This is an optimization exercise on Yosys and OpenROAD, whose aim is small area, not a production implementation. The RTL was checked by simulation tests, not by an equivalence proof against the original design. No activity file was given, so power comes from the tool's default toggle rates.

$ cat flow/flow/run.sh
#!/bin/bash
# Standard ORFS layout, with plain buf_1 cells as the port buffers.
set -euo pipefail
export BUFFER_PORTS_ARGS="-buffer_cell sky130_fd_sc_hd__buf_1"
bash standard.sh > standard.log 2>&1
$ cat flow/standard.sh
#!/bin/bash
# synth_recipe.tcl (not shown) runs the flow's synth.tcl, then flattens the netlist and writes it again
# the make line also repeats each setting of config.mk as NAME=value (left out here)
make -C /OpenROAD-flow-scripts/flow DESIGN_CONFIG=/design/flow/config.mk WORK_HOME=/design/flow/orfs CLKGATE_MAP_FILE= SYNTH_SCRIPT=/design/flow/synth_recipe.tcl "${@:-finish}"
$ cat flow/config.mk
export PLATFORM = sky130hd
export DESIGN_NAME = fp_add
export DESIGN_NICKNAME = fp_add
export VERILOG_FILES = /design/flow/design.v
export SDC_FILE = /design/flow/constraint.sdc
export NUM_CORES = 4
export LEC_CHECK = 0
export ABC_AREA = 1
export CAP_MARGIN = 20
export CORE_MARGIN = 2
export CORE_UTILIZATION = 40
export SLEW_MARGIN = 20
$ cat flow/constraint.sdc
create_clock -name core_clock -period 4.7 [get_ports {clk}]
set_input_delay 0.9400 -clock core_clock [delete_from_list [all_inputs] [get_ports {clk}]]
set_output_delay 0.9400 -clock core_clock [all_outputs]
set_load 0.01 [all_outputs]
$ cat flow/design.v
`default_nettype none
module fp_add (
    input  var logic        clk,
    input  var logic        rst,
    input  var logic        valid_i,
    input  var logic [31:0] num_a_i,
    input  var logic [31:0] num_b_i,
    output var logic [31:0] num_o,
    output var logic        valid_o
);
function automatic logic [24:0] add24(input logic [23:0] a, input logic [23:0] b, input logic ci);
    logic [23:0] g, p, gg, pp;
    logic [24:0] c;
    g  = a & b;
    p  = a ^ b;
    gg = g;
    pp = p;
    gg[0] = g[0] | (p[0] & ci);
    for (int d = 1; d < 24; d = d * 2)
        for (int i = 2 * d - 1; i < 24; i = i + 2 * d) begin
            gg[i] = gg[i] | (pp[i] & gg[i-d]);
            pp[i] = pp[i] & pp[i-d];
        end
    for (int d = 8; d >= 1; d = d / 2)
        for (int i = 3 * d - 1; i < 24; i = i + 2 * d) begin
            gg[i] = gg[i] | (pp[i] & gg[i-d]);
            pp[i] = pp[i] & pp[i-d];
        end
    c[0] = ci;
    for (int i = 0; i < 24; i++)
        c[i+1] = gg[i];
    add24 = { c[24], p ^ c[23:0] };
endfunction
logic        sa, sb;
logic [7:0]  ea, eb, xa, xb;
logic        za, zb;
logic        a_big;        
logic [8:0]  dab;
logic [7:0]  dba, d;
logic        sat;
logic [23:0] ma, mb, my, my_sh;
always_comb begin
    sa = num_a_i[31];
    sb = num_b_i[31];
    ea = num_a_i[30:23];
    eb = num_b_i[30:23];
    za = ea == '0;
    zb = eb == '0;
    xa = { ea[7:1], ea[0] | za };
    xb = { eb[7:1], eb[0] | zb };
    ma = { ~za, num_a_i[22:0] };
    mb = { ~zb, num_b_i[22:0] };
    a_big = { xa, sb } > { xb, 1'b0 };
    dab = { 1'b0, xa } - { 1'b0, xb };
    dba = xb - xa;
    d   = dab[8] ? dba : dab[7:0];
    sat = (d[7:5] != '0) || (d[4:3] == 2'b11);
    my    = a_big ? mb : ma;
    my_sh = sat ? '0 : my >> d[4:0];
end
logic        valid_p1;
logic        sx_p1;
logic        sub_p1;
logic [7:0]  h_p1;
logic [23:0] mx_p1;
logic [23:0] my_p1;
always_ff @(posedge clk) begin
    sx_p1  <= a_big ? sa : sb;
    sub_p1 <= sa ^ sb;
    h_p1   <= a_big ? xa : xb;
    mx_p1  <= a_big ? ma : mb;
    my_p1  <= my_sh;
end
always_ff @(posedge clk)
    if (rst)
        valid_p1 <= '0;
    else
        valid_p1 <= valid_i;
logic [24:0] sum;
logic        neg;          
logic [23:0] below;        
logic [23:0] r;
always_comb begin
    sum = add24(mx_p1, my_p1 ^ {24{sub_p1}}, sub_p1);
    neg = sub_p1 & ~sum[24];
    below[0] = 1'b0;
    for (int i = 1; i < 24; i++)
        below[i] = below[i-1] | sum[i-1];
    r = sum[23:0] ^ (below & {24{neg}});
end
logic [23:0] r_p2;
logic        c_p2;
logic        s_p2;
logic [7:0]  h_p2;
always_ff @(posedge clk) begin
    r_p2 <= r;
    c_p2 <= sum[24] & ~sub_p1;
    s_p2 <= sx_p1 ^ neg;
    h_p2 <= h_p1;
end
always_ff @(posedge clk)
    if (rst)
        valid_o <= '0;
    else
        valid_o <= valid_p1;
logic [4:0]  lz;
logic [23:0] r_n;
logic [7:0]  e_o;
logic [22:0] m_o;
always_comb begin
    lz = '0;
    for (int i = 0; i < 24; i++)
        if (r_p2[i])
            lz = 5'(23 - i);
    r_n = r_p2 << lz;
    if (c_p2) begin
        if (h_p2 != 8'd254) begin
            e_o = h_p2 + 8'd1;
            m_o = r_p2[23:1];
        end else begin
            e_o = h_p2;
            m_o = '1;
        end
    end else begin
        e_o = (r_p2 == '0) ? 8'd0 : h_p2 - 8'(lz);
        m_o = r_n[22:0];
    end
    num_o = { s_p2, e_o, m_o };
end
endmodule
`resetall
==> flow_summary.ini, run 1 <==
[setup_path]
cp.required_ns = 3.76
r2r-start = sub_p1
slowest_delay_ns = 0.43
end_kind = primary output
crit_path_frequent_cell = nand2_1
arrival_ns = 3.44
startpoint = r_p2[1]
crit_type = register to primary output
slowest_stage = fa_1
startpoint_type = register
crit_fanout = 3

[synth]
seq_area_frac_synth = 0.227
yosys.area.top_type = dfxtp_1
synth_nets = 1398
synth_seq_cells = 94
synthCells = 1270
synth_ff_type = dfxtp_1
yosysMostFrequentCell = nand2_1
synth.avg_cell_area_sq_um = 6.54
netlist_area_sq_mm = 0.00831
synth_commonest_cells = nand2_1 (308), inv_1 (151), nand3_1 (148)
yosys-top-cells-area = dfxtp_1 (23%), nand2_1 (14%), nand3_1 (8.9%)
netlist.area_leader.share = 0.227
ys_async_sr_fraction = 0
synth_cell_types = 52
synth_edf_count = 0
yosys_warnings = 1

[clock_network]
clk_pin_slew_worst_paths_ns = 0.07
clockBufferDepth = 2
tritoncts = yes
cts_setup_buffers = 0
cts-root-buf = clkbuf_16
h-tree-depth = 3
clk_latency_ns = 0.34
cts_made_buffers = 9
clock-sinks = 94

[layout]
final_cells = 1625
antennaDiodeCount = 0
drive_above_1_share = 0.0760
syn2layout_area_growth_pct = 12.0
n_fill_cell = 2193
nets = 1478

[floorplanning]
io_pins = 100
chipWidth_microns = 148
core_sq_mm = 0.0203
rows = 52
die-area_sq_mm = 0.0219
chipHeight_microns = 148
initial_core_util = 0.409

[timing]
slew_violations = 0
hold_ws_ns = 0.321
rsz0062_at_grt = no
fin_crit_ns = 4.38
finalSetupViolCount = 0
finalHoldViolCount = 0
slew_headroom = 0.494
worst_clock_skew_ns = 0.00645
fin_tns_setup_ns = 0
tightest_slew_ns = 0.758
fmax_ghz = 0.228
post-route-period-util = 0.932

[drt]
num_vias = 8280
ant_nets = 0
first_pass_iters = 5
drt-initial-drc-count = 582
post-route-drc-count = 0
routed_wl_microns = 22300
vias_per_cell = 5.10
wl_per_cell_microns = 13.7

[global_route]
grt_util_all_layers = 0.203
grt_pass1_wl_microns = 36600
first_global_vias = 7583
grt_overflow = 0
antenna_found_initial = 0
grt_max_degree = 33

[power]
powerDensity_mw_per_mm2 = 573
total_power_w = 0.00533
vdd_drop_max_uv = 262
p_leak_nw = 4.40

[flow_run]
maxCapViolCount = 0

[placed_design]
hpwl_microns = 18300
place.port_buffers = 99
globalplace.congestion = 0.917
dp.cells = 1609

[min_path]
hold_path_class = register to register
hp-start = h_p1[2]

[run_status]
outcome = no timing/DRC/antenna violations
==> what timing repair did <==
item | 4_1_cts | 5_1_grt
resized for setup | 0 | 3
endpoints found under the hold margin | 0 | 0
hold buffers | 0 | 0
endpoints found under the setup margin | 0 | 2
==> final cells by class <==
type	instances	area, sq um	area share
multi-input combinational	955	5540	0.596
sequential	94	1880	0.202
timing repair buffer	127	619	0.0666
inverter	163	612	0.0658
tap	270	338	0.0363
clock buffer	10	239	0.0257
clock inverter	6	67.6	0.00726
==> through the flow <==
stage / instance area [sq um] / util / setup slack [ns]
floorplan: 8310 / - / 0.756
global placement: 8990 / 0.443 / 0.0547
detailed placement: 8990 / 0.443 / 0.0812
CTS: 9300 / 0.458 / 0.241
global route: 9300 / 0.458 / 0.000965
finish: 9300 / 0.458 / 0.320
==> path summary, 6_finish.rpt <==
kind                                  end  slack, ns  cells past startpoint
worst max-delay path            num_o[29]       0.32                     31
worst min-delay path              h_p2[2]       0.32                      0
worst max register to register   r_p2[23]       0.84                     17
worst min register to register    h_p2[2]       0.32                      0
==> flip-flops by register name, summed over array words and instances (netlist names) <==
| register | flops |
|---|---|
| sub_p1 | 1 |
| h_p2 | 8 |
| c_p2 | 1 |
| r_p2 | 24 |
| mx_p1 | 24 |
| my_p1 | 24 |
| valid_p1 | 1 |
| h_p1 | 8 |
| valid_o | 1 |
| s_p2 | 1 |
| sx_p1 | 1 |
==> worst max-delay path: cells and delay by family, from the launching register on <==
family / cells / cell delay (ns)
adders and majority gates: 2 / 0.66
DFF: 1 / 0.38
buffers and inverters: 3 / 0.32
xor gates and xnor gates: 1 / 0.16
and+or+nand+nor: 22 / 1.20
AOI/OAI and AO/OA: 3 / 0.38
==> metal layers <==
metal	GRT usage	vias up	share of wire	wire length (microns)
met3	0.0209	37	0.051	1130
met4	0.0662	0	0.026	573
li1	-	4311	-	-
met2	0.347	242	0.47	10500
met1	0.270	3690	0.45	10100
met5	0	-	0	0
==> cell usage in the layout (no fill, tap or decap), drive strengths merged, types with 15 or more instances in the layout <==
master	synthesis	layout
a21oi	41	41
buf	27	127
dfxtp	94	94
fa	15	15
ha	46	46
inv	160	162
nand2	317	317
nand3	149	149
nor2	66	66
o21ai	161	161
xnor2	30	30
xor2	45	45
==> kinds of logic (layout without fill, tap and decap cells) <==
family,Yosys count,count (layout),share of synthesized area
xor+xnor,75,75,0.0832
mux,8,8,0.00964
fa+ha+maj,61,61,0.105
simple gates,567,567,0.302
flops,94,94,0.227
buf+inv,221,306,0.107
compound gates,244,244,0.166
==> power breakdown <==
part           leakage (nW)  internal [W]  switching (W)
combinational          3.47       0.00119        0.00220
clock                 0.145      0.000429       0.000311
sequential            0.784      0.000985       0.000203
total                  4.40       0.00261        0.00272
==> run 2, diff against run 1 <==
--- a/flow/config.mk
+++ b/flow/config.mk
@@ -9,4 +9,5 @@
 export CAP_MARGIN = 20
 export CORE_MARGIN = 2
 export CORE_UTILIZATION = 40
+export CTS_BUF_LIST = sky130_fd_sc_hd__clkbuf_8
 export SLEW_MARGIN = 20
==> run 2 against run 1 <==
  * Still clean on timing, DRC and antenna
  * Clock-buffer cell count unchanged
  * Sequential power about the same
  * Die area unchanged
  * Flip-flop and latch count unchanged
  * Utilization down 0.49 points
  * Combinational power about the same
  * Clock skew up 0.0077 ns
  * Total power down 3.6%
  * Routed wire length up 0.10%
  * Worst hold slack worse by 0.0017 ns
  * Largest cell class unchanged
  * Largest power group unchanged
==> flow_summary.ini, run 2 <==
[layout]
regArea_sq_mm = 0.00188
syn2layout_area_growth_pct = 10.8
n_fill_cell = 2203
nets = 1478
design_area_sq_mm = 0.00920
largestRegisters = mx_p1 x24, my_p1 x24, r_p2 x24
drive_above_1_share = 0.0768
antennaDiodeCount = 0
multiInputGateArea_sq_mm = 0.00554
post-route-util = 0.453
final_common_cell = nand2_1
final_cell_mix = nand2_1 (308), inv_1 (151), nand3_1 (148)

[synth]
synth_nets = 1398
synth.avg_cell_area_sq_um = 6.54
yosys_warnings = 1
yosys-top-cells-area = dfxtp_1 (23%), nand2_1 (14%), nand3_1 (8.9%)
netlist_area_sq_mm = 0.00831
synth_commonest_cells = nand2_1 (308), inv_1 (151), nand3_1 (148)
netlist.area_leader.share = 0.227
synthCells = 1270
seq_area_frac_synth = 0.227
yosys.area.top_type = dfxtp_1
synth_ff_type = dfxtp_1
ys_async_sr_fraction = 0
synth_seq_cells = 94
synth_edf_count = 0
synth_cell_types = 52
yosysMostFrequentCell = nand2_1

[timing]
slew_violations = 0
fmax_ghz = 0.226
worst_slack_ns = 0.284
slew_headroom = 0.498
finalHoldViolCount = 0
rsz0062_at_grt = no
finalSetupViolCount = 0
fin_crit_ns = 4.42
worst_clock_skew_ns = 0.0141
post-route-period-util = 0.940
tightest_slew_ns = 0.753
fin_tns_setup_ns = 0

[clock_network]
tritoncts = yes
cts_setup_buffers = 0
h-tree-depth = 3
cts_made_buffers = 9
clk_pin_slew_worst_paths_ns = 0.10
clk_latency_ns = 0.37
cts-root-buf = clkbuf_8
clockBufferDepth = 2
clock-sinks = 94

[drt]
routed_wl_microns = 22300
first_pass_iters = 5
num_vias = 8262
drt-initial-drc-count = 482
wl_per_cell_microns = 13.7
post-route-drc-count = 0
ant_nets = 0
vias_per_cell = 5.08

[setup_path]
cp_top_family = simple AND/OR/NAND/NOR gates
crit_path_frequent_cell = nand2_1
slowest_stage = fa_1
cp.required_ns = 3.76
slowest_delay_ns = 0.42
startpoint_type = register
arrival_ns = 3.48
crit_fanout = 5
crit_type = register to primary output
cp_num_buf_inv = 3
end_kind = primary output

[placed_design]
place.port_buffers = 99
hpwl_microns = 18300
post-place-ws_ns = 0.0812
globalplace.congestion = 0.917
place_area_sq_mm = 0.00899

[floorplanning]
rows = 52
core_sq_mm = 0.0203
io_pins = 100
initial_core_util = 0.409
chipWidth_microns = 148
die-area_sq_mm = 0.0219
chipHeight_microns = 148

[power]
vdd_drop_max_uv = 257
p_leak_nw = 4.36
powerDensity_mw_per_mm2 = 558

[global_route]
grt_overflow = 0
grt_pass1_wl_microns = 36600
antenna_found_initial = 0
first_global_vias = 7541
grt_max_degree = 33
grt_util_all_layers = 0.204

[flow_run]
maxCapViolCount = 0

[min_path]
hold_path_class = register to register

[run_status]
outcome = no timing/DRC/antenna violations
## run 2: changes by cell type in the layout (fill, tap and decap cells not counted)
| cell | delta |
|---|---|
| dfxtp_2 | +1 |
| dfxtp_1 | -1 |
| clkbuf_16 | -9 |
| clkbuf_8 | +9 |
## run 2: worst paths after layout
path | startpoint | to | slack [ns] | depth (start not counted)
setup / recovery | r_p2[2] | num_o[29] | 0.28 | 30
hold / removal | h_p1[4] | h_p2[4] | 0.32 | 0
setup reg to reg | sub_p1 | r_p2[23] | 0.85 | 17
hold reg to reg | h_p1[4] | h_p2[4] | 0.32 | 0
## run 2: kinds of logic (layout without fill, tap and decap cells)
kind of cell               count (synthesis)  count (layout)  share of synthesized area
AOI/OAI and AO/OA                        244             244                      0.166
muxes                                      8               8                    0.00964
DFF                                       94              94                      0.227
xor gates and xnor gates                  75              75                     0.0832
buffers and inverters                    221             306                      0.107
adders and majority gates                 61              61                      0.105
and+or+nand+nor                          567             567                      0.302
## run 2: timing repair
item	4_1_cts	5_1_grt
endpoints found under the setup margin	0	2
hold buffers	0	0
endpoints found under the hold margin	0	0
gates resized for setup	0	4
## run 2: power breakdown
group | switching (W) | leakage (nW) | internal [W]
clock | 0.000289 | 0.0993 | 0.000263
sequential | 0.000203 | 0.784 | 0.000985
combinational | 0.00220 | 3.47 | 0.00119
total | 0.00269 | 4.36 | 0.00244
## run 2: cell type report
class                   instances  area share
clock buffers                  10      0.0150
clock inverters                 6     0.00734
inverters                     163      0.0665
multi-input cells             955       0.603
flip-flops and latches         94       0.205
well taps                     270      0.0367
repair buffers                127      0.0673
## run 2: per-stage QoR
step	instances	hold slack, ns	power (W)
global route	1625	0.317	0.00567
detailed placement	1609	0.314	0.00458
CTS	1625	0.320	0.00514
global placement	1609	0.311	0.00457
floorplan	1270	0.310	0.00368
finish	1625	0.319	0.00513
## run 2: routing by layer
| metal | vias up | routed length (microns) | track usage |
|---|---|---|---|
| met5 | - | 0 | 0 |
| met2 | 238 | 10500 | 0.347 |
| met1 | 3680 | 10200 | 0.272 |
| met3 | 37 | 1050 | 0.0193 |
| met4 | 0 | 555 | 0.0657 |
| li1 | 4307 | - | - |
==> run 3, diff against run 2 <==
--- a/flow/design.v
+++ b/flow/design.v
@@ -30,6 +30,17 @@
     for (int i = 0; i < 24; i++)
         c[i+1] = gg[i];
     add24 = { c[24], p ^ c[23:0] };
+endfunction
+function automatic logic [23:0] or_below(input logic [23:0] v);
+    logic [23:0] o;
+    o = v;
+    for (int d = 1; d < 24; d = d * 2)
+        for (int i = 2 * d - 1; i < 24; i = i + 2 * d)
+            o[i] = o[i] | o[i-d];
+    for (int d = 8; d >= 1; d = d / 2)
+        for (int i = 3 * d - 1; i < 24; i = i + 2 * d)
+            o[i] = o[i] | o[i-d];
+    or_below = { o[22:0], 1'b0 };
 endfunction
 logic        sa, sb;
 logic [7:0]  ea, eb, xa, xb;
@@ -80,52 +91,45 @@
 logic        neg;          
 logic [23:0] below;        
 logic [23:0] r;
+logic        cout;
+logic        top;          
 always_comb begin
-    sum = add24(mx_p1, my_p1 ^ {24{sub_p1}}, sub_p1);
-    neg = sub_p1 & ~sum[24];
-    below[0] = 1'b0;
-    for (int i = 1; i < 24; i++)
-        below[i] = below[i-1] | sum[i-1];
+    sum  = add24(mx_p1, my_p1 ^ {24{sub_p1}}, sub_p1);
+    neg  = sub_p1 & ~sum[24];
+    cout = sum[24] & ~sub_p1;
+    top  = cout & (h_p1 == 8'd254);
+    below = or_below(mx_p1 ^ my_p1);
     r = sum[23:0] ^ (below & {24{neg}});
 end
 logic [23:0] r_p2;
 logic        c_p2;
 logic        s_p2;
-logic [7:0]  h_p2;
+logic [7:0]  h1_p2;        
 always_ff @(posedge clk) begin
-    r_p2 <= r;
-    c_p2 <= sum[24] & ~sub_p1;
-    s_p2 <= sx_p1 ^ neg;
-    h_p2 <= h_p1;
+    r_p2  <= r | {24{top}};
+    c_p2  <= cout & ~top;
+    s_p2  <= sx_p1 ^ neg;
+    h1_p2 <= h_p1 + 8'd1;
 end
 always_ff @(posedge clk)
     if (rst)
         valid_o <= '0;
     else
         valid_o <= valid_p1;
+logic [24:0] w, w_n;
 logic [4:0]  lz;
-logic [23:0] r_n;
+logic        zero;
 logic [7:0]  e_o;
-logic [22:0] m_o;
 always_comb begin
+    w = { c_p2, r_p2 };
     lz = '0;
-    for (int i = 0; i < 24; i++)
-        if (r_p2[i])
-            lz = 5'(23 - i);
-    r_n = r_p2 << lz;
-    if (c_p2) begin
-        if (h_p2 != 8'd254) begin
-            e_o = h_p2 + 8'd1;
-            m_o = r_p2[23:1];
-        end else begin
-            e_o = h_p2;
-            m_o = '1;
-        end
-    end else begin
-        e_o = (r_p2 == '0) ? 8'd0 : h_p2 - 8'(lz);
-        m_o = r_n[22:0];
-    end
-    num_o = { s_p2, e_o, m_o };
+    for (int i = 0; i < 25; i++)
+        if (w[i])
+            lz = 5'(24 - i);
+    zero = w == '0;
+    w_n  = w << lz;
+    e_o  = zero ? 8'd0 : h1_p2 - 8'(lz);
+    num_o = { s_p2, e_o, w_n[23:1] };
 end
 endmodule
 `resetall
==> flow/flow/run.sh (replaced) <==
#!/bin/bash
# Layout flow: the standard synthesis, then the combinational logic is
# re-mapped by ABC with an area-recovering script (flip-flops are kept as
# blackboxes, so every register keeps its name and cell), then the standard
# ORFS layout with plain buf_1 cells as the port buffers.
set -euo pipefail
here=$(pwd)
res=$here/orfs/results/$FLOW_PLATFORM/fp_add/base
log=$here/orfs/logs/$FLOW_PLATFORM/fp_add/base
lib=$FLOW_HOME/platforms/$FLOW_PLATFORM/lib/sky130_fd_sc_hd__tt_025C_1v80.lib

bash standard.sh synth > standard_synth.log 2>&1

# the same don't-use list the standard synthesis gave abc
dont_use=$(grep -o -- '-dont_use [A-Za-z0-9_]*' $log/1_2_yosys.log | sort -u | tr '\n' ' ')
cp $res/1_2_yosys.v $here/standard_1_2_yosys.v
cat > $here/remap.ys <<EOT
read_liberty -ignore_miss_func $lib
read_verilog $here/standard_1_2_yosys.v
hierarchy -top $FLOW_TOP
blackbox sky130_fd_sc_hd__df* sky130_fd_sc_hd__dl* sky130_fd_sc_hd__sdf* sky130_fd_sc_hd__edf*
flatten
opt_clean
techmap
opt -fast
abc -script $here/flow/remap.abc -liberty $lib $dont_use
opt_clean -purge
stat -liberty $lib
write_verilog -noattr -noexpr -nohex -nodec $res/1_2_yosys.v
EOT
yosys -l $here/remap.log -q $here/remap.ys > /dev/null 2>&1
rm -f $res/1_synth.odb $res/1_synth.sdc

export BUFFER_PORTS_ARGS="-buffer_cell sky130_fd_sc_hd__buf_1"
bash standard.sh > standard_finish.log 2>&1
==> flow/flow/remap.abc (new file) <==
&get -n
&st
&dch
&nf -p {D}
&put
buffer -c
topo
upsize -c
dnsize -c
--- a/flow/config.mk
+++ b/flow/config.mk
@@ -8,6 +8,6 @@
 export ABC_AREA = 1
 export CAP_MARGIN = 20
 export CORE_MARGIN = 2
-export CORE_UTILIZATION = 40
+export CORE_UTILIZATION = 60
 export CTS_BUF_LIST = sky130_fd_sc_hd__clkbuf_8
 export SLEW_MARGIN = 20
==> run 3 against run 2 <==
  * Still clean
  * Global-route usage rose by 7.6 points
  * Sequential power barely moved
  * Non-clock buffer count rose by 6
  * Flip-flop and latch count did not move
  * Final area fell by 7.9%
  * Highest routed layer unchanged
==> flow_summary.ini, run 3 <==
[run_status]
outcome = no timing/DRC/antenna violations

[synth]
yosys_warnings = 1
netlist_area_sq_mm = 0.00750
synthCells = 934
synth_nets = 1001
synth.avg_cell_area_sq_um = 8.03

[setup_path]
cp_top_family = simple AND/OR/NAND/NOR gates
ff2ff_path_depth = 15
r2r-start = sub_p1
arrival_ns = 3.58
crit_fanout = 7
end_kind = primary output
startpoint_type = register
crit_type = register to primary output
cp.required_ns = 3.76
worst-path-stages = 16
startpoint = r_p2[4]
cp_num_buf_inv = 2
crit_path_frequent_cell = nor3_1
r2r_slack_ns = 0.31
endpoint = num_o[30]
slowest_delay_ns = 0.38
path_cells = nor3_1 > nor3_1 > nor3_1 > nor3_1 > nor3_1 > o31ai_1 > a211oi_1 > nor3_1 > or3_1 > and2_4 > o311ai_2 > buf_4 > a311oi_4 > o31a_1 > a311oi_1 > buf_2
r2r_end = r_p2[23]
slowest_stage = or3_1

[floorplanning]
chipWidth_microns = 116
chipHeight_microns = 116
initial_core_util = 0.619
die-area_sq_mm = 0.0134
core_sq_mm = 0.0121
io_pins = 100
rows = 40

[timing]
slew_violations = 0
finalHoldViolCount = 0
finalSetupViolCount = 0
fin_crit_ns = 4.52
fin_tns_setup_ns = 0
post-route-period-util = 0.962
slew_headroom = 0.519
fmax_ghz = 0.221
tightest_slew_ns = 0.722
hold_ws_ns = 0.448
worst_clock_skew_ns = 0.0158

[global_route]
grt_max_degree = 35
grt_overflow = 0
first_global_vias = 6426
antenna_found_initial = 0
grt_pass1_wl_microns = 30000
grt_util_all_layers = 0.280

[layout]
final_cell_mix = mux2i_1 (103), buf_1 (98), nand2_1 (97)
nets = 1106
antennaDiodeCount = 0
drive_above_1_share = 0.109
largestRegisters = mx_p1 x24, my_p1 x24, r_p2 x24
post-route-util = 0.699
final_common_cell = mux2i_1
syn2layout_area_growth_pct = 13.0

[placed_design]
place.port_buffers = 99
globalplace.congestion = 0.990
hpwl_microns = 15300

[power]
powerDensity_mw_per_mm2 = 576
p_leak_nw = 3.52
vdd_drop_max_uv = 237

[drt]
post-route-drc-count = 0
vias_per_cell = 5.85
num_vias = 7095
ant_nets = 0
wl_per_cell_microns = 15.3
first_pass_iters = 5
drt-initial-drc-count = 344
routed_wl_microns = 18600

[min_path]
hold_path_class = register to register

[clock_network]
clk_pin_slew_worst_paths_ns = 0.09
clockBufferDepth = 2
clk_latency_ns = 0.39
tritoncts = yes
cts-root-buf = clkbuf_8
h-tree-depth = 3
clock-sinks = 94
cts_made_buffers = 9

[flow_run]
maxCapViolCount = 0
run 3: area by class of cell:
| cell class | instances | area [sq um] |
|---|---|---|
| Clock buffer | 9 | 124 |
| Clock inverter | 7 | 57.6 |
| Fill cell | 1051 | 3640 |
| Inverter | 14 | 52.6 |
| Multi-Input combinational cell | 787 | 5470 |
| Sequential cell | 94 | 1890 |
| Tap cell | 168 | 210 |
| Timing Repair Buffer | 133 | 666 |
run 3: repair_timing:
| item | in CTS | in global routing |
|---|---|---|
| hold buffers | 0 | 0 |
| endpoints found under the hold margin | 0 | 0 |
| resized for setup | 5 | 12 |
| setup buffers | 1 | 4 |
| endpoints found under the setup margin | 2 | 15 |
| pin swaps | 2 | 8 |
run 3: metal layers:
layer	wire [microns]	global-route usage
met1	8050	0.336
met2	8920	0.495
met3	1050	0.0544
met4	530	0.107
met5	0	0
run 3: where the power goes:
part / leakage [nW] / total [W] / internal, W / switching (W)
registers: 0.785 / 0.00121 / 0.000996 / 0.000214
clock network: 0.0939 / 0.000500 / 0.000200 / 0.000300
logic: 2.64 / 0.00317 / 0.00135 / 0.00182
run 3: through the flow:
stage | cell area [sq um] | cells | setup slack (ns) | power [W]
final | 8470 | 1212 | 0.178 | 0.00488
after detailed placement | 8190 | 1191 | 0.136 | 0.00426
after CTS | 8390 | 1208 | 0.0242 | 0.00478
after floorplan | 7500 | 934 | 0.374 | 0.00345
after global routing | 8470 | 1212 | -0.0581 | 0.00528
after global placement | 8190 | 1191 | 0.254 | 0.00419
run 3: worst min path at each step:
stage / depth (start not counted) / slack, ns / start / endpoint
after floorplan: 1 / 0.41 / valid_p1 / valid_o
after global placement: 1 / 0.42 / sx_p1 / s_p2
after detailed placement: 1 / 0.43 / sx_p1 / s_p2
after CTS: 1 / 0.43 / sx_p1 / s_p2
after global routing: 1 / 0.44 / sx_p1 / s_p2
final: 1 / 0.45 / sx_p1 / s_p2
==> run 4, diff against run 3 <==
==> flow/flow/remap.abc (replaced) <==
&get -n
&st
&dch -f
&nf -p {D}
&put
buffer -c
topo
upsize -c
dnsize -c
--- a/flow/config.mk
+++ b/flow/config.mk
@@ -8,6 +8,6 @@
 export ABC_AREA = 1
 export CAP_MARGIN = 20
 export CORE_MARGIN = 2
-export CORE_UTILIZATION = 60
+export CORE_UTILIZATION = 40
 export CTS_BUF_LIST = sky130_fd_sc_hd__clkbuf_8
 export SLEW_MARGIN = 20
==> run 4 against run 3 <==
  * Still clean on timing, DRC and antenna
  * Final area grew 0.37%
  * Routed wire length shrank 5.6%
  * Non-clock buffer count shrank 9
  * Global-route usage shrank 10 points
  * Worst setup slack gained 0.082 ns
  * Register-to-register slack gained 0.17 ns
  * Combinational power shrank 3%
  * Sequential share of layout area shrank 0.17 points
  * Via count shrank 7.8%
  * Critical path depth grew 1
  * Critical path type unchanged
  * Critical endpoint unchanged
  * Largest cell class unchanged
==> flow_summary.ini, run 4 <==
[clock_network]
clk_latency_ns = 0.38
clock-sinks = 94
h-tree-depth = 3
clockBufferDepth = 2
cts_made_buffers = 9
clk_pin_slew_worst_paths_ns = 0.09
cts-root-buf = clkbuf_8
hold_buffers = 0
tritoncts = yes

[placed_design]
place.port_buffers = 99
globalplace.congestion = 0.898
dp.cells = 1236
hpwl_microns = 14300
place_area_sq_mm = 0.00820

[global_route]
first_global_vias = 5958
grt_overflow = 0
antenna_found_initial = 0
grt_util_all_layers = 0.177
grt_pass1_wl_microns = 29000
grt_max_degree = 50

[layout]
nets = 1088
final_cells = 1255
syn2layout_area_growth_pct = 13.7
regArea_sq_mm = 0.00188
largestRegisters = mx_p1 x24, my_p1 x24, r_p2 x24
drive_above_1_share = 0.109
n_fill_cell = 1828
final_cell_mix = mux2i_1 (106), buf_1 (97), dfxtp_1 (92)
antennaDiodeCount = 0
final_common_cell = mux2i_1
design_area_sq_mm = 0.00850
multiInputGateArea_sq_mm = 0.00545

[drt]
drt-initial-drc-count = 314
vias_per_cell = 5.21
ant_nets = 0
first_pass_iters = 5
wl_per_cell_microns = 14.0
post-route-drc-count = 0
routed_wl_microns = 17500
num_vias = 6543

[min_path]
hold_path_class = register to register

[synth]
netlist_area_sq_mm = 0.00748
synth_nets = 993
yosys_warnings = 1
synth.avg_cell_area_sq_um = 8.07
synthCells = 926

[floorplanning]
rows = 49
initial_core_util = 0.412
core_sq_mm = 0.0181
chipWidth_microns = 141
die-area_sq_mm = 0.0198
io_pins = 100
chipHeight_microns = 141

[setup_path]
startpoint_type = register
slowest_stage = or3_1
cp.required_ns = 3.76
crit_fanout = 6
path_cells = nand2b_1 > a21oi_1 > o21bai_1 > a21oi_1 > o21bai_1 > a21oi_1 > o21bai_1 > a21oi_1 > o21bai_1 > a21oi_1 > o31ai_4 > buf_4 > o311ai_4 > a311oi_4 > or3_1 > a21oi_1 > clkbuf_2
slowest_delay_ns = 0.36
end_kind = primary output
arrival_ns = 3.50
crit_type = register to primary output
crit_path_frequent_cell = a21oi_1

[timing]
tightest_slew_ns = 0.709
finalHoldViolCount = 0
slew_violations = 0
fin_crit_ns = 4.44
finalSetupViolCount = 0
worst_clock_skew_ns = 0.0171
post-route-period-util = 0.945
fmax_ghz = 0.225
hold_ws_ns = 0.448
slew_headroom = 0.526
rsz0062_at_grt = yes

[run_status]
outcome = no timing/DRC/antenna violations

[power]
vdd_drop_max_uv = 179
powerDensity_mw_per_mm2 = 571
p_leak_nw = 3.47

[flow_run]
maxCapViolCount = 0
## run 4: cell type report
class                           instances  share of cell area
Clock buffer                            9              0.0146
Sequential cell                        94               0.222
Clock inverter                          7              0.0115
Tap cell                              229              0.0337
Timing Repair Buffer                  124              0.0726
Inverter                               11             0.00486
Multi-Input combinational cell        781               0.641
## run 4: metal layers
metal	share of wire	global-route usage
met1	0.52	0.255
met2	0.42	0.274
met3	0.038	0.0228
met4	0.017	0.0568
met5	0	0
## run 4: power by group
group | leakage (nW) | internal, W | total, W | switching [W]
Sequential | 0.784 | 0.000988 | 0.00120 | 0.000212
Clock | 0.112 | 0.000302 | 0.000591 | 0.000289
Combinational | 2.58 | 0.00131 | 0.00306 | 0.00175
Total | 3.47 | 0.00260 | 0.00485 | 0.00225
## run 4: path summary, 6_finish.rpt
kind                  from   endpoint  slack [ns]  depth (start not counted)
setup / recovery   r_p2[2]  num_o[30]        0.26                         17
hold / removal    valid_p1    valid_o        0.45                          1
setup reg to reg  my_p1[0]    r_p2[4]        0.48                         12
hold reg to reg   valid_p1    valid_o        0.45                          1
## run 4: timing repair
action                                  in CTS  in global routing
setup buffers                                0                  2
gates resized for setup                      0                 10
endpoints found under the setup margin       0                 21
hold endpoints to repair                     0                  0
## run 4: stage by stage
stage | TNS [ns] | total power (W) | setup slack, ns | util
finish | 0 | 0.00485 | 0.260 | 0.468
global route | -0.0599 | 0.00528 | -0.0275 | 0.468
CTS | 0 | 0.00476 | 0.0158 | 0.464
detailed placement | 0 | 0.00416 | 0.119 | 0.452
global placement | 0 | 0.00415 | 0.0985 | 0.452
floorplan | 0 | 0.00338 | 0.405 | -
## run 4: critical path, delay by kind of cell (launching register included)
family | cells | cell delay [ns]
AO/OA/AOI/OAI | 13 | 1.93
flip-flops | 1 | 0.35
AND/OR/NAND/NOR | 2 | 0.50
buffers and inverters | 2 | 0.34
==> run 5, diff against run 4 <==
==> flow/flow/remap.abc (replaced) <==
&get -n
&st
&dch
&nf -p -R 50 {D}
&put
buffer -c
topo
upsize -c
dnsize -c
==> run 5 against run 4 <==
  * The layout now fails its checks (negative setup slack)
  * Flip-flop and latch count stayed put
  * Non-clock buffer count rose by 24
  * Total power rose by 2.8%
  * Synthesized area fell by 1.0%
  * Via count is 2.2% higher
  * Largest cell class unchanged
==> flow_summary.ini, run 5 <==
[run_status]
outcome = failed layout checks
so_faults = negative setup slack

[layout]
largestRegisters = mx_p1 x24, my_p1 x24, r_p2 x24
design_area_sq_mm = 0.00867
final_cells = 1296
drive_above_1_share = 0.157
n_fill_cell = 1828
nets = 1129
final_cell_mix = nand2_1 (132), buf_1 (95), dfxtp_1 (90)
multiInputGateArea_sq_mm = 0.00544
final_common_cell = nand2_1
regArea_sq_mm = 0.00189
antennaDiodeCount = 0
syn2layout_area_growth_pct = 17.1

[timing]
tightest_slew_ns = 0.679
fmax_ghz = 0.206
worst_clock_skew_ns = 0.0169
finalSetupViolCount = 3
finalHoldViolCount = 0
slew_headroom = 0.548
slew_violations = 0
rsz0062_at_grt = yes
post-route-period-util = 1.03
worst_slack_ns = -0.160
fin_crit_ns = 4.86

[floorplanning]
rows = 49
die-area_sq_mm = 0.0196
io_pins = 100
initial_core_util = 0.409
core_sq_mm = 0.0181
chipWidth_microns = 140
chipHeight_microns = 140

[global_route]
first_global_vias = 6161
antenna_found_initial = 0
grt_util_all_layers = 0.182
grt_overflow = 0
grt_max_degree = 46
grt_pass1_wl_microns = 29500

[setup_path]
slowest_stage = dfxtp_2
path_cells = nand2b_1 > a21oi_2 > o21bai_1 > a21oi_1 > o21bai_1 > a21oi_1 > o21bai_1 > a21oi_1 > o21bai_1 > a21oi_1 > o21a_1 > nor2_2 > or2_4 > maj3_2 > a22o_1 > and2_4 > o21ai_2 > nand2_2 > nor3_4 > nor2_1 > a211oi_1 > buf_2
startpoint_type = register
cp.required_ns = 3.76
crit_fanout = 3
cp_num_buf_inv = 1
slowest_delay_ns = 0.33
cp_top_family = compound AO/OA/AOI/OAI gates
end_kind = primary output
arrival_ns = 3.92
crit_type = register to primary output

[drt]
num_vias = 6685
ant_nets = 0
wl_per_cell_microns = 13.9
vias_per_cell = 5.16
drt-initial-drc-count = 288
routed_wl_microns = 18000
post-route-drc-count = 0
first_pass_iters = 21

[power]
clock_power_share = 0.132
p_sw_frac = 0.454
p_switching_w = 0.00226
p_leak_nw = 3.53
powerDensity_mw_per_mm2 = 575
seq_power_share = 0.240
power.internal_w = 0.00272
p_comb_frac = 0.628
vdd_drop_max_uv = 211

[clock_network]
clk_latency_ns = 0.37
cts_made_buffers = 9
clk_pin_slew_worst_paths_ns = 0.10
clockBufferDepth = 2
h-tree-depth = 3
clock-sinks = 94
hold_buffers = 0
tritoncts = yes
cts-root-buf = clkbuf_8

[min_path]
hold_path_class = register to register

[placed_design]
hpwl_microns = 14700
place_area_sq_mm = 0.00825
place.port_buffers = 99
globalplace.congestion = 0.872
dp.cells = 1272

[synth]
netlist_area_sq_mm = 0.00740
synth_nets = 1009
yosys_warnings = 1
synth.avg_cell_area_sq_um = 7.86
synthCells = 942

[flow_run]
maxCapViolCount = 0
[run 5: cell types whose count changed in the layout (fill, tap and decap cells not counted), sizes merged, moves of 5 or more]
cell    change
nor2       +11
nor3       +19
inv         -6
o311ai      -5
nand2b     -10
mux2i      -22
o21ai       -9
nand2      +44
buf        +26
[run 5: per-layer routing]
| layer | vias to the layer above | track usage | part of all wire |
|---|---|---|---|
| met3 | 22 | 0.0174 | 0.033 |
| met5 | - | 0 | 0 |
| li1 | 3587 | - | - |
| met1 | 2943 | 0.252 | 0.51 |
| met2 | 133 | 0.296 | 0.44 |
| met4 | 0 | 0.0680 | 0.020 |
[run 5: cell type report]
cell class | count | area share
clock buffer | 10 | 0.0159
clock inverter | 6 | 0.0134
inverter | 7 | 0.00303
multi-input combinational | 802 | 0.628
sequential | 94 | 0.218
tap | 229 | 0.0331
timing repair buffer | 148 | 0.0891
[run 5: power by group through the flow]
stage | Clock (W) | Combinational, W | Sequential, W
6_report | 0.000658 | 0.00313 | 0.00120
5_1_grt | 0.000702 | 0.00349 | 0.00123
4_1_cts | 0.000674 | 0.00308 | 0.00119
3_5_place_dp | 0 | 0.00300 | 0.00120
3_3_place_gp | 0 | 0.00298 | 0.00120
2_1_floorplan | 0 | 0.00224 | 0.00116
[run 5: timing repair]
action / 4_1_cts / 5_1_grt
resized for setup: 19 / 14
setup buffers: 7 / 3
cloned: 0 / 0
setup endpoints to repair: 4 / 30
pin swaps: 11 / 2
[run 5: worst register-to-register path: stages (launching register included)]
cell and delay [ns]:
dfxtp_1 0.31, buf_4 0.18, mux2_4 0.30, maj3_2 0.33, nand3_2 0.11, a31oi_4 0.11, nand2b_2 0.09, a21oi_2 0.07
maj3_2 0.34, maj3_4 0.36, nand3_2 0.12, a31oi_4 0.12, a21oi_4 0.20, nand3_2 0.10, nand2_2 0.12, nor3_4 0.06
a21oi_4 0.16, nor4b_4 0.08, a21oi_2 0.22, nand2_2 0.21, buf_4 0.22, o21ai_0 0.15, o311ai_0 0.15
[run 5: worst paths after layout]
check             startpoint        end  slack [ns]  cells after the start
hold / removal         sx_p1       s_p2        0.43                      1
hold reg to reg        sx_p1       s_p2        0.43                      1
setup reg to reg      sub_p1   r_p2[10]        0.45                     22
setup / recovery     r_p2[2]  num_o[29]       -0.16                     22
[run 5: per-stage QoR]
| step | TNS (ns) | worst slack [ns] | utilization | hold slack [ns] | power, W |
|---|---|---|---|---|---|
| floorplan | 0 | 0.0820 | - | 0.414 | 0.00340 |
| global placement | 0 | 0.0580 | 0.456 | 0.415 | 0.00418 |
| detailed placement | 0 | 0.0205 | 0.456 | 0.424 | 0.00420 |
| CTS | -0.197 | -0.0836 | 0.476 | 0.436 | 0.00494 |
| global route | -1.05 | -0.378 | 0.479 | 0.451 | 0.00542 |
| finish | -0.367 | -0.160 | 0.479 | 0.426 | 0.00499 |
==> run 6, diff against run 5 <==
==> flow/flow/remap.abc (replaced) <==
&get -n
&st
&dch
&nf -p {D}
&put
buffer -c
topo
upsize -c
dnsize -c
==> run 6 against run 5 <==
  * Now clean on timing, DRC and antenna
  * Sequential power hardly changed
  * Synthesized area up 1.3%
  * Non-clock buffer count shrank 25
  * Sequential share of layout area rose by 0.55 points
  * Synthesized cell count shrank 0.85%
==> flow_summary.ini, run 6 <==
[drt]
post-route-drc-count = 0
wl_per_cell_microns = 14.0
drt-initial-drc-count = 249
ant_nets = 0
vias_per_cell = 5.22
num_vias = 6618
routed_wl_microns = 17700
first_pass_iters = 4

[flow_run]
maxCapViolCount = 0

[floorplanning]
rows = 50
core_sq_mm = 0.0185
chipHeight_microns = 141
die-area_sq_mm = 0.0199
initial_core_util = 0.405
chipWidth_microns = 141
io_pins = 100

[synth]
synth.avg_cell_area_sq_um = 8.03
yosys_warnings = 1
netlist_area_sq_mm = 0.00750
synthCells = 934
synth_nets = 1001

[setup_path]
crit_type = register to primary output
startpoint_type = register
cp.required_ns = 3.76
end_kind = primary output
crit_fanout = 31
arrival_ns = 3.56

[clock_network]
clockBufferDepth = 2
clk_latency_ns = 0.36
cts_made_buffers = 9
h-tree-depth = 3
cts-root-buf = clkbuf_8
clk_pin_slew_worst_paths_ns = 0.08
tritoncts = yes
clock-sinks = 94

[timing]
post-route-period-util = 0.957
worst_clock_skew_ns = 0.0107
worst_slack_ns = 0.200
fin_crit_ns = 4.50
rsz0062_at_grt = yes
finalHoldViolCount = 0
slew_headroom = 0.498
hold_ws_ns = 0.436
tightest_slew_ns = 0.753
slew_violations = 0
finalSetupViolCount = 0
fmax_ghz = 0.222

[placed_design]
globalplace.congestion = 0.870
post-place-ws_ns = 0.127
dp.cells = 1250
place.port_buffers = 99
hpwl_microns = 14700

[global_route]
first_global_vias = 6089
grt_pass1_wl_microns = 28900
grt_util_all_layers = 0.176
grt_max_degree = 48
antenna_found_initial = 0
grt_overflow = 0

[power]
p_leak_nw = 3.46
total_power_w = 0.00485
powerDensity_mw_per_mm2 = 572
vdd_drop_max_uv = 208

[run_status]
outcome = no timing/DRC/antenna violations

[layout]
syn2layout_area_growth_pct = 13.1
final_common_cell = buf_1
final_cell_mix = buf_1 (98), nand2_1 (97), mux2i_1 (97)
nets = 1096
final_cells = 1267
drive_above_1_share = 0.107
antennaDiodeCount = 0
n_fill_cell = 1942
largestRegisters = mx_p1 x24, my_p1 x24, r_p2 x24
post-route-util = 0.458

[min_path]
hold_path_class = register to register
==> run 6: final timing paths <==
| check | startpoint | to | slack (ns) | cells past startpoint |
|---|---|---|---|---|
| setup reg to reg | sub_p1 | r_p2[23] | 0.46 | 15 |
| hold reg to reg | sx_p1 | s_p2 | 0.44 | 1 |
| hold / removal | sx_p1 | s_p2 | 0.44 | 1 |
| setup / recovery | r_p2[2] | num_o[19] | 0.20 | 17 |
==> run 6: per-layer routing <==
| layer | GRT usage | share of wire | vias up |
|---|---|---|---|
| met5 | 0 | 0 | - |
| met4 | 0.0584 | 0.019 | 0 |
| met3 | 0.0200 | 0.034 | 22 |
| met2 | 0.290 | 0.45 | 137 |
| met1 | 0.241 | 0.50 | 2901 |
| li1 | - | - | 3558 |
==> run 6: metrics by stage <==
| step | setup TNS (ns) | instance area (sq um) |
|---|---|---|
| 2_1_floorplan | 0 | 7500 |
| 3_3_place_gp | 0 | 8210 |
| 3_5_place_dp | 0 | 8210 |
| 4_1_cts | 0 | 8380 |
| 5_1_grt | -0.0522 | 8480 |
| 6_report | 0 | 8480 |
==> run 6: timing repair <==
item	CTS	global route
pin swaps	0	3
endpoints found under the setup margin	1	22
hold buffers	0	0
endpoints found under the hold margin	0	0
setup buffers	0	2
gates resized for setup	2	24
==> run 6: final cells by class <==
cell class | instances | area [sq um] | area share
well taps | 234 | 293 | 0.0345
clock inverters | 5 | 33.8 | 0.00399
multi-input cells | 787 | 5490 | 0.648
flip-flops and latches | 94 | 1890 | 0.223
clock buffers | 10 | 138 | 0.0162
inverters | 14 | 52.6 | 0.00620
repair buffers | 123 | 578 | 0.0682
==> run 6: critical path, cell delays in order (launching register included) <==
cell      delay, ns
dfxtp_4        0.37
nand2b_1       0.10
a21oi_1        0.07
o21bai_1       0.12
a21oi_1        0.08
o21bai_1       0.14
a21oi_1        0.09
o21bai_1       0.14
a21oi_1        0.08
o21bai_1       0.18
a21oi_2        0.10
o31ai_4        0.31
buf_12         0.25
mux2i_2        0.28
mux2i_1        0.14
mux2_2         0.30
a221o_1        0.31
buf_1          0.13
==> run 6: report_power, final <==
part,total [W],switching (W),internal [W]
registers,0.00123,0.000235,0.000997
logic,0.00315,0.00180,0.00135
clock network,0.000468,0.000263,0.000204
total,0.00485,0.00230,0.00255
==> run 7, diff against run 6 <==
--- a/flow/config.mk
+++ b/flow/config.mk
@@ -6,8 +6,8 @@
 export NUM_CORES = 4
 export LEC_CHECK = 0
 export ABC_AREA = 1
-export CAP_MARGIN = 20
+export CAP_MARGIN = 0
 export CORE_MARGIN = 2
 export CORE_UTILIZATION = 40
 export CTS_BUF_LIST = sky130_fd_sc_hd__clkbuf_8
-export SLEW_MARGIN = 20
+export SLEW_MARGIN = 0
==> run 7 against run 6 <==
  * Routed wire length is the same
  * Synthesized area unchanged
  * Flip-flop and latch count is the same
  * Worst setup slack unchanged
  * Register-to-register slack about the same
  * Clock power about the same
  * Global-route usage unchanged
  * Cell count stayed put
  * Critical path type unchanged
  * Largest cell class unchanged
  * Highest routed layer unchanged
==> flow_summary.ini, run 7 <==
[drt]
ant_nets = 0
num_vias = 6618
post-route-drc-count = 0
routed_wl_microns = 17700
vias_per_cell = 5.22
wl_per_cell_microns = 14.0
first_pass_iters = 4
drt-initial-drc-count = 249

[layout]
nets = 1096
final_common_cell = buf_1
drive_above_1_share = 0.107
antennaDiodeCount = 0
final_cell_mix = buf_1 (98), nand2_1 (97), mux2i_1 (97)
syn2layout_area_growth_pct = 13.1
largestRegisters = mx_p1 x24, my_p1 x24, r_p2 x24
design_area_sq_mm = 0.00848
final_cells = 1267

[timing]
fin_crit_ns = 4.50
worst_slack_ns = 0.200
rsz0062_at_grt = yes
fmax_ghz = 0.222
slew_headroom = 0.498
slew_violations = 0
finalSetupViolCount = 0
hold_ws_ns = 0.436
post-route-period-util = 0.957
tightest_slew_ns = 0.753
finalHoldViolCount = 0
worst_clock_skew_ns = 0.0107

[power]
powerDensity_mw_per_mm2 = 572
vdd_drop_max_uv = 208
p_leak_nw = 3.46
total_power_w = 0.00485

[setup_path]
end_kind = primary output
r2r_end = r_p2[23]
cp.required_ns = 3.76
ff2ff_path_depth = 15
startpoint = r_p2[2]
r2r-start = sub_p1
crit_type = register to primary output
crit_fanout = 31
arrival_ns = 3.56
r2r_slack_ns = 0.46
startpoint_type = register

[synth]
synthCells = 934
synth_nets = 1001
netlist_area_sq_mm = 0.00750
synth.avg_cell_area_sq_um = 8.03
yosys_warnings = 1

[clock_network]
clk_pin_slew_worst_paths_ns = 0.08
clockBufferDepth = 2
tritoncts = yes
h-tree-depth = 3
clock-sinks = 94
cts-root-buf = clkbuf_8
clk_latency_ns = 0.36
cts_made_buffers = 9

[floorplanning]
rows = 50
chipWidth_microns = 141
core_sq_mm = 0.0185
initial_core_util = 0.405
chipHeight_microns = 141
die-area_sq_mm = 0.0199
io_pins = 100

[flow_run]
maxCapViolCount = 0

[placed_design]
dp.cells = 1250
hpwl_microns = 14700
post-place-ws_ns = 0.127
place_area_sq_mm = 0.00821
globalplace.congestion = 0.870
place.port_buffers = 99

[global_route]
grt_max_degree = 48
grt_overflow = 0
first_global_vias = 6089
grt_pass1_wl_microns = 28900
antenna_found_initial = 0
grt_util_all_layers = 0.176

[min_path]
min_to = s_p2
hp-start = sx_p1
whs_path_depth = 1
hold_path_class = register to register

[run_status]
outcome = no timing/DRC/antenna violations
## run 7: metal layers
| metal | vias to the layer above | global-route usage | share of wire |
|---|---|---|---|
| li1 | 3558 | - | - |
| met1 | 2901 | 0.241 | 0.50 |
| met2 | 137 | 0.290 | 0.45 |
| met3 | 22 | 0.0200 | 0.034 |
| met4 | 0 | 0.0584 | 0.019 |
| met5 | - | 0 | 0 |
## run 7: report_power, final
part / internal [W] / switching [W]
clock: 0.000204 / 0.000263
sequential: 0.000997 / 0.000235
combinational: 0.00135 / 0.00180
total: 0.00255 / 0.00230
## run 7: worst max-delay path, stage by stage (launching register included)
cell	delay, ns
dfxtp_4	0.37
nand2b_1	0.10
a21oi_1	0.07
o21bai_1	0.12
a21oi_1	0.08
o21bai_1	0.14
a21oi_1	0.09
o21bai_1	0.14
a21oi_1	0.08
o21bai_1	0.18
a21oi_2	0.10
o31ai_4	0.31
buf_12	0.25
mux2i_2	0.28
mux2i_1	0.14
mux2_2	0.30
a221o_1	0.31
buf_1	0.13
## run 7: worst max path at each step
stage / slack (ns) / to
detailed placement: 0.13 / my_p1[16]
CTS: 0.03 / num_o[19]
floorplan: 0.37 / r_p2[23]
global route: -0.04 / num_o[30]
global placement: 0.21 / my_p1[8]
finish: 0.20 / num_o[19]
## run 7: cell type report
| cell class | instances | area (sq um) |
|---|---|---|
| repair buffers | 123 | 578 |
| flip-flops and latches | 94 | 1890 |
| multi-input cells | 787 | 5490 |
| fillers | 1942 | 10000 |
| inverters | 14 | 52.6 |
| well taps | 234 | 293 |
| clock buffers | 10 | 138 |
| clock inverters | 5 | 33.8 |
## run 7: timing repair
item	in CTS	in global routing
buffers inserted	0	2
resized for setup	2	24
pin swaps	0	3
hold endpoints to repair	0	0
endpoints found under the setup margin	1	22
hold buffers	0	0
## run 7: through the flow
step	util	setup TNS [ns]
final	0.458	0
after global routing	0.458	-0.0522
after CTS	0.453	0
after detailed placement	0.443	0
after global placement	0.443	0
after floorplan	-	0
==> run 8, diff against run 7 <==
--- a/flow/config.mk
+++ b/flow/config.mk
@@ -6,8 +6,10 @@
 export NUM_CORES = 4
 export LEC_CHECK = 0
 export ABC_AREA = 1
-export CAP_MARGIN = 0
+export CAP_MARGIN = 20
 export CORE_MARGIN = 2
 export CORE_UTILIZATION = 40
 export CTS_BUF_LIST = sky130_fd_sc_hd__clkbuf_8
-export SLEW_MARGIN = 0
+export CTS_CLUSTER_DIAMETER = 100
+export CTS_CLUSTER_SIZE = 32
+export SLEW_MARGIN = 20
==> run 8 against run 7 <==
  * Maximum frequency stayed put
  * Critical path depth is the same
  * Clock power is essentially flat
  * Clock-buffer cell count did not move
  * Flip-flop and latch count unchanged
  * Non-clock buffer count is the same
  * Largest power group unchanged
  * Critical path type unchanged
  * Die area unchanged
  * Total power stayed put
  * Worst setup slack did not move
  * Synthesized area unchanged
  * First-iteration DRC count is the same
  * Cell count stayed put
==> flow_summary.ini, run 8 <==
[setup_path]
arrival_ns = 3.56
crit_fanout = 31
startpoint_type = register
crit_type = register to primary output
cp.required_ns = 3.76
startpoint = r_p2[2]
r2r-start = sub_p1
end_kind = primary output

[synth]
synth_nets = 1001
yosys_warnings = 1
netlist_area_sq_mm = 0.00750
synth.avg_cell_area_sq_um = 8.03
synthCells = 934

[timing]
worst_clock_skew_ns = 0.0107
fin_tns_setup_ns = 0
finalSetupViolCount = 0
post-route-period-util = 0.957
fmax_ghz = 0.222
slew_headroom = 0.498
finalHoldViolCount = 0
worst_slack_ns = 0.200
tightest_slew_ns = 0.753
fin_crit_ns = 4.50
slew_violations = 0
rsz0062_at_grt = yes
hold_ws_ns = 0.436

[power]
seq_power_share = 0.254
total_power_w = 0.00485
powerDensity_mw_per_mm2 = 572
p_sw_frac = 0.473
clock_power_share = 0.096
p_switching_w = 0.00230
vdd_drop_max_uv = 208
p_comb_frac = 0.650
power.internal_w = 0.00255
p_leak_nw = 3.46

[global_route]
antenna_found_initial = 0
grt_max_degree = 48
grt_util_all_layers = 0.176
first_global_vias = 6089
grt_pass1_wl_microns = 28900
grt_overflow = 0

[placed_design]
hpwl_microns = 14700
globalplace.congestion = 0.870
place.port_buffers = 99
post-place-ws_ns = 0.127

[clock_network]
clk_pin_slew_worst_paths_ns = 0.08
cts-root-buf = clkbuf_8
h-tree-depth = 3
clk_latency_ns = 0.36
clockBufferDepth = 2
tritoncts = yes
hold_buffers = 0
clock-sinks = 94
cts_made_buffers = 9

[drt]
first_pass_iters = 4
ant_nets = 0
vias_per_cell = 5.22
num_vias = 6618
wl_per_cell_microns = 14.0
drt-initial-drc-count = 249
routed_wl_microns = 17700
post-route-drc-count = 0

[floorplanning]
io_pins = 100
rows = 50
core_sq_mm = 0.0185
die-area_sq_mm = 0.0199
initial_core_util = 0.405
chipHeight_microns = 141
chipWidth_microns = 141

[layout]
final_cell_mix = buf_1 (98), nand2_1 (97), mux2i_1 (97)
drive_above_1_share = 0.107
largestRegisters = mx_p1 x24, my_p1 x24, r_p2 x24
final_common_cell = buf_1
syn2layout_area_growth_pct = 13.1
n_fill_cell = 1942
antennaDiodeCount = 0
post-route-util = 0.458
nets = 1096

[run_status]
outcome = no timing/DRC/antenna violations

[min_path]
hp-start = sx_p1
hold_path_class = register to register

[flow_run]
maxCapViolCount = 0
-- run 8: repair_timing --
action,4_1_cts,5_1_grt
gates cloned,0,0
pin swaps,0,3
endpoints found under the setup margin,1,22
setup buffers,0,2
resized for setup,2,24
-- run 8: layout make-up --
class | count | area (sq um) | area share
flip-flops and latches | 94 | 1890 | 0.223
repair buffers | 123 | 578 | 0.0682
clock inverters | 5 | 33.8 | 0.00399
multi-input cells | 787 | 5490 | 0.648
well taps | 234 | 293 | 0.0345
clock buffers | 10 | 138 | 0.0162
inverters | 14 | 52.6 | 0.00620
-- run 8: critical path: stages, from the launching register on --
cell      delay (ns)
dfxtp_4         0.37
nand2b_1        0.10
a21oi_1         0.07
o21bai_1        0.12
a21oi_1         0.08
o21bai_1        0.14
a21oi_1         0.09
o21bai_1        0.14
a21oi_1         0.08
o21bai_1        0.18
a21oi_2         0.10
o31ai_4         0.31
buf_12          0.25
mux2i_2         0.28
mux2i_1         0.14
mux2_2          0.30
a221o_1         0.31
buf_1           0.13
-- run 8: per-layer routing --
layer / up-vias / global-route usage / wire [microns]
met3: 22 / 0.0200 / 596
li1: 3558 / - / -
met2: 137 / 0.290 / 7910
met1: 2901 / 0.241 / 8860
met5: - / 0 / 0
met4: 0 / 0.0584 / 331
-- run 8: power by group through the flow --
stage	logic (W)	clock network, W	registers, W
final	0.00315	0.000468	0.00123
after global routing	0.00351	0.000508	0.00127
after CTS	0.00304	0.000483	0.00121
after detailed placement	0.00302	0	0.00123
after global placement	0.00301	0	0.00123
after floorplan	0.00228	0	0.00117
-- run 8: worst paths after layout --
kind	endpoint	slack (ns)	depth (start not counted)
setup / recovery	num_o[19]	0.20	17
setup reg to reg	r_p2[23]	0.46	15
hold reg to reg	s_p2	0.44	1
hold / removal	s_p2	0.44	1
-- run 8: stage by stage --
stage          cell area (sq um)  std cells
2_1_floorplan               7500        934
3_3_place_gp                8210       1250
3_5_place_dp                8210       1250
4_1_cts                     8380       1265
5_1_grt                     8480       1267
6_report                    8480       1267
==> run 9, diff against run 8 <==
--- a/flow/design.v
+++ b/flow/design.v
@@ -65,9 +65,14 @@
     dab = { 1'b0, xa } - { 1'b0, xb };
     dba = xb - xa;
     d   = dab[8] ? dba : dab[7:0];
-    sat = (d[7:5] != '0) || (d[4:3] == 2'b11);
+    sat = d[7:5] != '0;    
     my    = a_big ? mb : ma;
-    my_sh = sat ? '0 : my >> d[4:0];
+    my_sh = my;
+    if (d[0]) my_sh = { 1'b0, my_sh[23:1] };
+    if (d[1]) my_sh = { 2'b0, my_sh[23:2] };
+    if (d[2]) my_sh = { 4'b0, my_sh[23:4] };
+    if (d[3]) my_sh = { 8'b0, my_sh[23:8] };
+    if (d[4] | sat) my_sh = { 16'b0, my_sh[23:16] & {8{~sat}} };
 end
 logic        valid_p1;
 logic        sx_p1;
@@ -127,7 +132,12 @@
         if (w[i])
             lz = 5'(24 - i);
     zero = w == '0;
-    w_n  = w << lz;
+    w_n  = w;
+    if (lz[4]) w_n = { w_n[8:0], 16'b0 };
+    if (lz[3]) w_n = { w_n[16:0], 8'b0 };
+    if (lz[2]) w_n = { w_n[20:0], 4'b0 };
+    if (lz[1]) w_n = { w_n[22:0], 2'b0 };
+    if (lz[0]) w_n = { w_n[23:0], 1'b0 };
     e_o  = zero ? 8'd0 : h1_p2 - 8'(lz);
     num_o = { s_p2, e_o, w_n[23:1] };
 end
==> flow/flow/remap.abc (replaced) <==
&get -n
&st
&dch
&nf -p -F 6 -A 3
&put
buffer -c
topo
upsize -c
dnsize -c
--- a/flow/config.mk
+++ b/flow/config.mk
@@ -10,6 +10,4 @@
 export CORE_MARGIN = 2
 export CORE_UTILIZATION = 40
 export CTS_BUF_LIST = sky130_fd_sc_hd__clkbuf_8
-export CTS_CLUSTER_DIAMETER = 100
-export CTS_CLUSTER_SIZE = 32
 export SLEW_MARGIN = 20
==> run 9 against run 8 <==
  * Sequential share of layout area rose by 0.33 points
  * Sequential power is essentially flat
  * Synthesized cell count increased by 0.21%
  * Routed wire length increased by 1.9%
  * Maximum frequency increased by 1.5%
  * Utilization up 0.38 points
  * First-iteration DRC count up 86%
==> flow_summary.ini, run 9 <==
[run_status]
outcome = no timing/DRC/antenna violations

[setup_path]
slowest_delay_ns = 0.40
cp.required_ns = 3.76
crit_path_frequent_cell = o21bai_1
path_cells = nor2b_1 > o21bai_1 > a21oi_1 > o21bai_1 > a21oi_1 > o21bai_1 > a21oi_1 > o21bai_1 > a21oi_1 > o21bai_1 > a21oi_2 > o21bai_2 > o311ai_1 > buf_4 > a311oi_2 > o31a_1 > a311oi_1 > clkbuf_2
end_kind = primary output
slowest_stage = dfxtp_2
startpoint_type = register
crit_type = register to primary output
arrival_ns = 3.49
crit_fanout = 6

[layout]
largestRegisters = mx_p1 x24, my_p1 x24, r_p2 x24
syn2layout_area_growth_pct = 12.8
final_cell_mix = buf_1 (98), nand2_1 (96), dfxtp_1 (92)
multiInputGateArea_sq_mm = 0.00530
post-route-util = 0.462
nets = 1095
n_fill_cell = 1877
regArea_sq_mm = 0.00188
final_common_cell = buf_1
antennaDiodeCount = 0
final_cells = 1262
drive_above_1_share = 0.122

[synth]
synth.avg_cell_area_sq_um = 7.88
synth_nets = 1003
yosys_warnings = 1
netlist_area_sq_mm = 0.00738
synthCells = 936

[clock_network]
clk_latency_ns = 0.37
h-tree-depth = 3
clk_pin_slew_worst_paths_ns = 0.09
cts-root-buf = clkbuf_8
clockBufferDepth = 2
hold_buffers = 0
clock-sinks = 94
cts_made_buffers = 9
tritoncts = yes

[global_route]
grt_overflow = 0
antenna_found_initial = 0
first_global_vias = 6145
grt_pass1_wl_microns = 30000
grt_max_degree = 44
grt_util_all_layers = 0.185

[min_path]
hold_path_class = register to register

[placed_design]
dp.cells = 1246
globalplace.congestion = 0.942
hpwl_microns = 14900
place.port_buffers = 99
post-place-ws_ns = 0.0148

[drt]
num_vias = 6562
wl_per_cell_microns = 14.3
drt-initial-drc-count = 462
vias_per_cell = 5.20
first_pass_iters = 5
ant_nets = 0
post-route-drc-count = 0
routed_wl_microns = 18000

[floorplanning]
rows = 49
initial_core_util = 0.409
chipWidth_microns = 140
core_sq_mm = 0.0180
die-area_sq_mm = 0.0195
chipHeight_microns = 140
io_pins = 100

[timing]
finalSetupViolCount = 0
fmax_ghz = 0.226
worst_slack_ns = 0.269
fin_crit_ns = 4.43
slew_headroom = 0.562
worst_clock_skew_ns = 0.0149
hold_ws_ns = 0.444
tightest_slew_ns = 0.654
rsz0062_at_grt = yes
post-route-period-util = 0.943
finalHoldViolCount = 0
slew_violations = 0

[flow_run]
maxCapViolCount = 0

[power]
p_leak_nw = 3.40
vdd_drop_max_uv = 401
powerDensity_mw_per_mm2 = 527
==> run 9: cell count changes in the layout (fill, tap and decap cells not counted), moves of 7 or more <==
cell	previous run	this run
or2_2	8	16
mux2i_1	97	90
nor3_1	23	33
xor2_1	58	47
a22oi_1	8	0
xnor2_1	41	51
o21ai_0	61	71
==> run 9: layer usage <==
| layer | track usage | wire (microns) |
|---|---|---|
| met1 | 0.255 | 9000 |
| met2 | 0.299 | 8170 |
| met3 | 0.0248 | 584 |
| met4 | 0.0574 | 280 |
| met5 | 0 | 0 |
==> run 9: area by class of cell <==
| cell class | count | area share |
|---|---|---|
| clock buffer | 9 | 0.0149 |
| clock inverter | 7 | 0.00677 |
| inverter | 17 | 0.00767 |
| multi-input combinational | 780 | 0.638 |
| sequential | 94 | 0.227 |
| tap | 229 | 0.0344 |
| timing repair buffer | 126 | 0.0722 |
==> run 9: final timing paths <==
kind	startpoint	end	slack (ns)	cells after the start
worst max-delay path	r_p2[1]	num_o[30]	0.27	18
worst min-delay path	valid_p1	valid_o	0.44	1
worst max register to register	sub_p1	r_p2[9]	0.31	15
worst min register to register	valid_p1	valid_o	0.44	1
==> run 9: critical path, delay by kind of cell, from the launching register on <==
family / cells / cell delay (ns)
compound gates: 15 / 2.24
flops: 1 / 0.40
buf+inv: 2 / 0.35
simple gates: 1 / 0.15
==> run 9: power by group <==
part	internal (W)	total, W	switching (W)	leakage (nW)
combinational	0.00113	0.00266	0.00154	2.52
clock	0.000200	0.000500	0.000301	0.0900
sequential	0.000989	0.00122	0.000230	0.785
total	0.00232	0.00438	0.00207	3.40
==> run 9: timing repair <==
item / 4_1_cts / 5_1_grt
resized for setup: 0 / 8
setup endpoints to repair: 0 / 6
setup buffers: 0 / 0
==> run 9: metrics by stage <==
stage          area [sq um]  power, W  setup TNS [ns]
4_1_cts                8290   0.00438               0
3_3_place_gp           8110   0.00386               0
3_5_place_dp           8110   0.00388               0
6_report               8320   0.00438               0
5_1_grt                8320   0.00478         -0.0188
2_1_floorplan          7380   0.00317               0

[port drivers added, routing unchanged]
How much do the figures lean on ideal ports? The routed layouts below were timed once more, with nothing changed but the port constraints.
Step 1 (the two cells are an assumption about what drives the block):
set clk [get_ports {clk}]
set_driving_cell -lib_cell sky130_fd_sc_hd__clkbuf_16 $clk
set_driving_cell -lib_cell sky130_fd_sc_hd__buf_2 [delete_from_list [all_inputs] $clk]
Step 2 moves the port delays by t, midway between the first and last clock arrival at a register: inputs arrive t later, outputs are due t later. That takes back most of the time a late clock gives input paths.
Three values: no drivers, after step 1, after step 2; two values: the first two.
run	t (ns)	slack for setup (ns)	worst setup path after step 2	clock arrival spread, ns	worst register clock-pin slew, ns
run 1	0.379	0.320 / 0.279 / -0.001	input to register	0.007 / 0.008	0.07 / 0.07
run 2	0.400	0.284 / 0.242 / 0.012	input to register	0.015 / 0.015	0.10 / 0.10
run 3	0.414	0.178 / 0.145 / 0.064	input to register	0.018 / 0.018	0.11 / 0.11
run 4	0.402	0.260 / 0.224 / 0.154	input to register	0.017 / 0.017	0.10 / 0.10
run 5	0.401	-0.160 / -0.198 / 0.123	input to register	0.016 / 0.017	0.10 / 0.10
run 6	0.393	0.200 / 0.167 / 0.104	input to register	0.010 / 0.011	0.09 / 0.09
run 7	0.393	0.200 / 0.167 / 0.104	input to register	0.010 / 0.011	0.09 / 0.09
run 8	0.393	0.200 / 0.167 / 0.104	input to register	0.010 / 0.011	0.09 / 0.09
run 9	0.403	0.269 / 0.232 / 0.136	input to register	0.016 / 0.016	0.10 / 0.10
With both steps, setup timing fails in run 1, where it was met with ideal ports. For run 1, which loses most, drivers alone change the setup slack by -0.041 ns; drivers and shift together by -0.321 ns.
